This design comes from an exercise in tuning for small area, a short achievable clock period and few clock cycles per item on the open sky130 flow, not from production work. Where RTL was checked, it was by simulation tests only, not by an equivalence proof against the original.

==> inputs of 02-13 <==
## inv
module inv #(parameter WIDTH = 256)
   (
   input  wire               clk,
   input  wire               reset_n,
   input  wire               start_inv,
   input  wire [WIDTH - 1:0] a,
   input  wire [WIDTH - 1:0] P,
   output wire               done_inv,
   output wire [WIDTH:0]     result
   );
==> module inv, before the edit <==
module inv #(parameter WIDTH = 256)
   (
   input  wire               clk,
   input  wire               reset_n,
   input  wire               start_inv,
   input  wire [WIDTH - 1:0] a,
   input  wire [WIDTH - 1:0] P,
   output wire               done_inv,
   output wire [WIDTH:0]     result
   );
   reg  [255:0] U, V, CV;
   reg  [256:0] CU;
   reg  [9:0]   cnt;
   reg          busy, ph2, done, sig;
   assign done_inv = done;
   assign result   = CU;
   wire         load = start_inv & ~busy & ~done;
   wire [254:0] x = U[255:1];
   wire [254:0] y = V[255:1];
   wire         ge, eq_unused;
   wire [254:0] dm;
   inv_csub u_csub (.x(x), .y(y), .ge(ge), .eq(eq_unused), .d(dm));
   wire         even = ~U[0];
   wire         fin  = ~even & ~(|x) & ~(|y);
   wire [1:0]   m = ph2  ? 2'd0 :
                    even ? (U[1] ? 2'd0 : U[2] ? 2'd1 : U[3] ? 2'd2 : 2'd3) :
                    (x[0] ^ y[0]) ? 2'd0 : (x[1] ^ y[1]) ? 2'd1 :
                    (x[2] ^ y[2]) ? 2'd2 : 2'd3;
   wire [254:0] z  = even ? x : dm;
   wire [254:0] zs = (m == 2'd0) ? z : (m == 2'd1) ? {1'b0, z[254:1]} :
                     (m == 2'd2) ? {2'b0, z[254:2]} : {3'b0, z[254:3]};
   wire         swp = ~even & ~ge & ~ph2;
   wire [256:0] sum;
   wire         sge;
   wire [256:0] sumv;
   inv_add u_add (.a(CU), .b({ph2, CV}), .ci(ph2), .fi(fin), .s(sum), .sv(sumv), .co(sge));
   wire [256:0] zc  = (swp | (fin & sig)) ? {1'b0, CV} : CU;
   wire [256:0] zcs = (m == 2'd0) ? {zc[255:0], 1'b0} :
                      (m == 2'd1) ? {zc[254:0], 2'b0} :
                      (m == 2'd2) ? {zc[253:0], 3'b0} : {zc[252:0], 4'b0};
   wire [9:0] cnt_n = cnt + (fin ? 10'd1 : {8'd0, m} + 10'd1);
   always @(posedge clk or negedge reset_n) begin
      if (!reset_n) begin
         busy <= 1'b0;
         done <= 1'b0;
         ph2  <= 1'b0;
         sig  <= 1'b0;
         cnt  <= 10'd0;
      end else if (!start_inv) begin
         busy <= 1'b0;
         done <= 1'b0;
      end else if (load) begin
         busy <= 1'b1;
         ph2  <= 1'b0;
         sig  <= 1'b1;
         cnt  <= 10'd0;
      end else if (busy) begin
         cnt <= cnt_n;
         if (fin)
            ph2 <= 1'b1;
         if (swp)
            sig <= ~sig;
         if (cnt_n[9]) begin
            busy <= 1'b0;
            done <= 1'b1;
         end
      end else begin
         done <= 1'b0;
      end
   end
   always @(posedge clk) begin
      U  <= load ? a : {1'b0, zs};
      if (load | swp)
         V <= load ? P : U;
      CU <= load ? 257'd0 : (ph2 & sge) ? {sum[255:0], 1'b0} :
            fin ? {zc[255:0], 1'b0} : zcs;
      if (load | (busy & ~ph2 & ~even))
         CV <= load ? 256'd1 : sumv[255:0];
   end
endmodule
==> flow/config.mk <==
export PLATFORM = sky130hd
export DESIGN_NAME = inv
export DESIGN_NICKNAME = inv
export VERILOG_FILES = /design/flow/design.v
export SDC_FILE = /design/flow/constraint.sdc
export NUM_CORES = 4
export LEC_CHECK = 0
export ABC_CLOCK_PERIOD_IN_PS = 3000
export CAP_MARGIN = 20
export CELL_PAD_IN_SITES_DETAIL_PLACEMENT = 1
export CELL_PAD_IN_SITES_GLOBAL_PLACEMENT = 2
export CORE_MARGIN = 2
export CORE_UTILIZATION = 40
export SETUP_SLACK_MARGIN = 5
export SLEW_MARGIN = 20
==> flow/constraint.sdc <==
create_clock -name core_clock -period 10.0 [get_ports {clk}]
set_input_delay 2.0000 -clock core_clock [delete_from_list [all_inputs] [get_ports {clk}]]
set_output_delay 2.0000 -clock core_clock [all_outputs]
set_load 0.01 [all_outputs]
run.sh (not shown) runs the stock make flow with config.mk's settings and CLKGATE_MAP_FILE= SYNTH_SCRIPT=/design/flow/synth_recipe.tcl, a recipe that flattens the netlist after the stock synthesis.
==> 03-14 (differences from 02-13) <==
--- a/flow/design.v
+++ b/flow/design.v
@@ -23,11 +23,27 @@
    wire         even = ~U[0];
    wire         fin  = ~even & ~(|x) & ~(|y);
-   wire [1:0]   m = ph2  ? 2'd0 :
-                    even ? (U[1] ? 2'd0 : U[2] ? 2'd1 : U[3] ? 2'd2 : 2'd3) :
-                    (x[0] ^ y[0]) ? 2'd0 : (x[1] ^ y[1]) ? 2'd1 :
-                    (x[2] ^ y[2]) ? 2'd2 : 2'd3;
+   wire [7:0]   ctop = CU[256:249];
+   wire [255:0] pm   = ~CV;                     
+   wire [7:0]   ptop = {1'b0, pm[255:249]};
+   wire         gtp  = ctop > ptop;             
+   wire [7:0]   t1   = {2'b0, pm[255:250]};
+   wire [7:0]   t2   = {3'b0, pm[255:251]};
+   wire [7:0]   t3   = {4'b0, pm[255:252]};
+   wire [9:0]   e1   = {2'b0, ctop} - {2'b0, ptop} - {2'b0, t1};
+   wire [9:0]   e2   = {2'b0, ctop} - {2'b0, ptop} - {2'b0, t2};
+   wire [9:0]   e3   = {2'b0, ctop} - {2'b0, ptop} - {2'b0, t3};
+   wire         lt1  = gtp ? e1[9] : ctop < t1;
+   wire         lt2  = gtp ? e2[9] : ctop < t2;
+   wire         lt3  = gtp ? e3[9] : ctop < t3;
+   wire [1:0]   jw   = lt3 ? 2'd3 : lt2 ? 2'd2 : lt1 ? 2'd1 : 2'd0;
+   wire [1:0]   jl   = (cnt[8:2] != 7'h7f) ? 2'd3 : ~cnt[1:0];    
+   wire [1:0]   j2   = (jw < jl) ? jw : jl;
+   wire [1:0]   mu = even ? (U[1] ? 2'd0 : U[2] ? 2'd1 : U[3] ? 2'd2 : 2'd3) :
+                     (x[0] ^ y[0]) ? 2'd0 : (x[1] ^ y[1]) ? 2'd1 :
+                     (x[2] ^ y[2]) ? 2'd2 : 2'd3;
+   wire [1:0]   m  = ph2 ? j2 : mu;
    wire [254:0] z  = even ? x : dm;
-   wire [254:0] zs = (m == 2'd0) ? z : (m == 2'd1) ? {1'b0, z[254:1]} :
-                     (m == 2'd2) ? {2'b0, z[254:2]} : {3'b0, z[254:3]};
+   wire [254:0] zs = (mu == 2'd0) ? z : (mu == 2'd1) ? {1'b0, z[254:1]} :
+                     (mu == 2'd2) ? {2'b0, z[254:2]} : {3'b0, z[254:3]};
    wire         swp = ~even & ~ge & ~ph2;
    wire [256:0] sum;
@@ -35,9 +51,15 @@
    wire [256:0] sumv;
    inv_add u_add (.a(CU), .b({ph2, CV}), .ci(ph2), .fi(fin), .s(sum), .sv(sumv), .co(sge));
-   wire [256:0] zc  = (swp | (fin & sig)) ? {1'b0, CV} : CU;
+   wire [256:0] zc  = (ph2 & sge) ? sum : (swp | (fin & sig)) ? {1'b0, CV} : CU;
    wire [256:0] zcs = (m == 2'd0) ? {zc[255:0], 1'b0} :
                       (m == 2'd1) ? {zc[254:0], 2'b0} :
                       (m == 2'd2) ? {zc[253:0], 3'b0} : {zc[252:0], 4'b0};
-   wire [9:0] cnt_n = cnt + (fin ? 10'd1 : {8'd0, m} + 10'd1);
+   wire [9:0]  cnt1 = cnt + 10'd1;
+   wire [9:0]  cnt2 = cnt + 10'd2;
+   wire [9:0]  cnt3 = cnt + 10'd3;
+   wire [9:0]  cnt4 = cnt + 10'd4;
+   wire [1:0]  mn   = fin ? 2'd0 : m;
+   wire [9:0]  cnt_n = (mn == 2'd0) ? cnt1 : (mn == 2'd1) ? cnt2 :
+                       (mn == 2'd2) ? cnt3 : cnt4;
    always @(posedge clk or negedge reset_n) begin
       if (!reset_n) begin
@@ -73,6 +95,5 @@
       if (load | swp)
          V <= load ? P : U;
-      CU <= load ? 257'd0 : (ph2 & sge) ? {sum[255:0], 1'b0} :
-            fin ? {zc[255:0], 1'b0} : zcs;
+      CU <= load ? 257'd0 : fin ? {zc[255:0], 1'b0} : zcs;
       if (load | (busy & ~ph2 & ~even))
          CV <= load ? 256'd1 : sumv[255:0];
==> flow/flow/run.sh (new file) <==
#!/bin/bash
# The standard layout (the standard.sh, all steps), except that the
# input and output ports are buffered with the smallest buffer cell.
set -euo pipefail
bash standard.sh 'BUFFER_PORTS_ARGS=-buffer_cell sky130_fd_sc_hd__buf_1' finish > standard_flow.log 2>&1
==> flow/standard.sh (new file) <==
#!/bin/bash
# synth_recipe.tcl (not shown) runs the flow's synth.tcl, then flattens the netlist and writes it again
# the make line also repeats each setting of config.mk as NAME=value (left out here)
make -C /OpenROAD-flow-scripts/flow DESIGN_CONFIG=/design/flow/config.mk WORK_HOME=/design/flow/orfs CLKGATE_MAP_FILE= SYNTH_SCRIPT=/design/flow/synth_recipe.tcl "${@:-finish}"
ABC_CLOCK_PERIOD_IN_PS = not set   (was 3000)
TNS_END_PERCENT = 5   (was not set)
removed: flow/run.sh
==> 05-23 (differences from 02-13) <==
--- a/flow/design.v
+++ b/flow/design.v
@@ -23,11 +23,27 @@
    wire         even = ~U[0];
    wire         fin  = ~even & ~(|x) & ~(|y);
-   wire [1:0]   m = ph2  ? 2'd0 :
-                    even ? (U[1] ? 2'd0 : U[2] ? 2'd1 : U[3] ? 2'd2 : 2'd3) :
-                    (x[0] ^ y[0]) ? 2'd0 : (x[1] ^ y[1]) ? 2'd1 :
-                    (x[2] ^ y[2]) ? 2'd2 : 2'd3;
+   wire [7:0]   ctop = CU[256:249];
+   wire [255:0] pm   = ~CV;                     
+   wire [7:0]   ptop = {1'b0, pm[255:249]};
+   wire         gtp  = ctop > ptop;             
+   wire [7:0]   t1   = {2'b0, pm[255:250]};
+   wire [7:0]   t2   = {3'b0, pm[255:251]};
+   wire [7:0]   t3   = {4'b0, pm[255:252]};
+   wire [9:0]   e1   = {2'b0, ctop} - {2'b0, ptop} - {2'b0, t1};
+   wire [9:0]   e2   = {2'b0, ctop} - {2'b0, ptop} - {2'b0, t2};
+   wire [9:0]   e3   = {2'b0, ctop} - {2'b0, ptop} - {2'b0, t3};
+   wire         lt1  = gtp ? e1[9] : ctop < t1;
+   wire         lt2  = gtp ? e2[9] : ctop < t2;
+   wire         lt3  = gtp ? e3[9] : ctop < t3;
+   wire [1:0]   jw   = lt3 ? 2'd3 : lt2 ? 2'd2 : lt1 ? 2'd1 : 2'd0;
+   wire [1:0]   jl   = (cnt[8:2] != 7'h7f) ? 2'd3 : ~cnt[1:0];    
+   wire [1:0]   j2   = (jw < jl) ? jw : jl;
+   wire [1:0]   mu = even ? (U[1] ? 2'd0 : U[2] ? 2'd1 : U[3] ? 2'd2 : 2'd3) :
+                     (x[0] ^ y[0]) ? 2'd0 : (x[1] ^ y[1]) ? 2'd1 :
+                     (x[2] ^ y[2]) ? 2'd2 : 2'd3;
+   wire [1:0]   m  = ph2 ? j2 : mu;
    wire [254:0] z  = even ? x : dm;
-   wire [254:0] zs = (m == 2'd0) ? z : (m == 2'd1) ? {1'b0, z[254:1]} :
-                     (m == 2'd2) ? {2'b0, z[254:2]} : {3'b0, z[254:3]};
+   wire [254:0] zs = (mu == 2'd0) ? z : (mu == 2'd1) ? {1'b0, z[254:1]} :
+                     (mu == 2'd2) ? {2'b0, z[254:2]} : {3'b0, z[254:3]};
    wire         swp = ~even & ~ge & ~ph2;
    wire [256:0] sum;
@@ -35,9 +51,15 @@
    wire [256:0] sumv;
    inv_add u_add (.a(CU), .b({ph2, CV}), .ci(ph2), .fi(fin), .s(sum), .sv(sumv), .co(sge));
-   wire [256:0] zc  = (swp | (fin & sig)) ? {1'b0, CV} : CU;
+   wire [256:0] zc  = (ph2 & sge) ? sum : (swp | (fin & sig)) ? {1'b0, CV} : CU;
    wire [256:0] zcs = (m == 2'd0) ? {zc[255:0], 1'b0} :
                       (m == 2'd1) ? {zc[254:0], 2'b0} :
                       (m == 2'd2) ? {zc[253:0], 3'b0} : {zc[252:0], 4'b0};
-   wire [9:0] cnt_n = cnt + (fin ? 10'd1 : {8'd0, m} + 10'd1);
+   wire [9:0]  cnt1 = cnt + 10'd1;
+   wire [9:0]  cnt2 = cnt + 10'd2;
+   wire [9:0]  cnt3 = cnt + 10'd3;
+   wire [9:0]  cnt4 = cnt + 10'd4;
+   wire [1:0]  mn   = fin ? 2'd0 : m;
+   wire [9:0]  cnt_n = (mn == 2'd0) ? cnt1 : (mn == 2'd1) ? cnt2 :
+                       (mn == 2'd2) ? cnt3 : cnt4;
    always @(posedge clk or negedge reset_n) begin
       if (!reset_n) begin
@@ -73,6 +95,5 @@
       if (load | swp)
          V <= load ? P : U;
-      CU <= load ? 257'd0 : (ph2 & sge) ? {sum[255:0], 1'b0} :
-            fin ? {zc[255:0], 1'b0} : zcs;
+      CU <= load ? 257'd0 : fin ? {zc[255:0], 1'b0} : zcs;
       if (load | (busy & ~ph2 & ~even))
          CV <= load ? 256'd1 : sumv[255:0];
==> flow/flow/run.sh (new file) <==
#!/bin/bash
# The standard layout (the standard.sh, all steps), except that the
# input and output ports are buffered with the smallest buffer cell.
set -euo pipefail
bash standard.sh 'BUFFER_PORTS_ARGS=-buffer_cell sky130_fd_sc_hd__buf_1' finish > standard_flow.log 2>&1
==> flow/standard.sh (new file) <==
#!/bin/bash
# synth_recipe.tcl (not shown) runs the flow's synth.tcl, then flattens the netlist and writes it again
# the make line also repeats each setting of config.mk as NAME=value (left out here)
make -C /OpenROAD-flow-scripts/flow DESIGN_CONFIG=/design/flow/config.mk WORK_HOME=/design/flow/orfs CLKGATE_MAP_FILE= SYNTH_SCRIPT=/design/flow/synth_recipe.tcl "${@:-finish}"
ABC_CLOCK_PERIOD_IN_PS = not set   (was 3000)
CORE_UTILIZATION = 45   (was 40)
TNS_END_PERCENT = 5   (was not set)
removed: flow/run.sh
==> 09-15 (differences from 02-13) <==
==> flow/flow/run.sh (new file) <==
#!/bin/bash
# The standard layout (the standard.sh, all steps), except that the
# input and output ports are buffered with the smallest buffer cell.
set -euo pipefail
bash standard.sh 'BUFFER_PORTS_ARGS=-buffer_cell sky130_fd_sc_hd__buf_1' finish > standard_flow.log 2>&1
==> flow/standard.sh (new file) <==
#!/bin/bash
# synth_recipe.tcl (not shown) runs the flow's synth.tcl, then flattens the netlist and writes it again
# the make line also repeats each setting of config.mk as NAME=value (left out here)
make -C /OpenROAD-flow-scripts/flow DESIGN_CONFIG=/design/flow/config.mk WORK_HOME=/design/flow/orfs CLKGATE_MAP_FILE= SYNTH_SCRIPT=/design/flow/synth_recipe.tcl "${@:-finish}"
ABC_CLOCK_PERIOD_IN_PS = not set   (was 3000)
TNS_END_PERCENT = 5   (was not set)
removed: flow/run.sh
==> impl_results.md <==
- Final Util: 53.97%
- Fin crit period: 5339 ps
- Largest net degree at the start of global routing: 203
- Reg2reg setup slack: around 4700 ps
- Inverters: 416
- Status: finished clean
-- figures above: 05-23

==> impl_results.md <==
- Status: finished clean
- Largest net degree at the start of global routing: 159
- Fin crit period: 5215 ps
- Inverters: 416
- Register area share after synthesis: about 28%
- Non-Filler Instances: 15,640
- Final Util: about half
-- figures above: 03-14

==> impl_results.md <==
- Met3 WL post-DR: 36.79 mm
- Die Y: 465.1 um
- Antenna violations before repair: 50
- Area share of the largest cell type after synthesis: 18.04%
- Largest net degree at the start of global routing: 178
- Status: finished clean
- Inverters: ~410
- Final Util: 47.87%
- Reg2reg setup slack: 4810 ps
-- figures above: 09-15

==> impl_results.md <==
- Largest net degree at the start of global routing: 181
- Final Util: a little over half
- Status: finished clean
- Reg2reg setup slack: 4680 ps
- Fin crit period: 5325 ps
- Inverters: between 400 and 500
-- figures above: 02-13

Testbench counts of 03-14, summed over its fixed seeds: cycles 20,074, items 72.
Testbench counts of 05-23, summed over its fixed seeds: cycles 20,074, items 72.
Function not checked in 02-13 and 09-15: the RTL went through the layout flow alone.

## afterwards: timing with drivers on the ports
The results above use ideal ports. As a check the final layouts listed here were re-extracted and re-timed, cells and wires unchanged. Step 1: set_driving_cell puts a clkbuf_16 on clk and a buf_2 on each other input, an assumption about the parent block. Step 2 moves the port delays by t, midway between the first and last clock arrival at a register: inputs arrive t later, outputs are due t later. That takes back most of the time a late clock gives input paths. Slacks: no drivers / after step 1 / after step 2; pairs: no drivers / after step 1.
run | shift t [ns] | setup WS [ns] | slew at the worst register clock pin (ns)
02-13 | 0.916 | 4.675 / 4.675 / 4.094 | 0.07 / 0.07
03-14 | 0.931 | 4.785 / 4.785 / 4.064 | 0.07 / 0.07
05-23 | 0.937 | 4.661 / 4.661 / 3.746 | 0.07 / 0.07
09-15 | 0.914 | 4.812 / 4.812 / 4.161 | 0.07 / 0.07
After both steps setup and hold are still met in every run listed. For 05-23, which loses most, drivers alone change the setup slack by 0.000 ns; drivers and shift together by -0.915 ns.
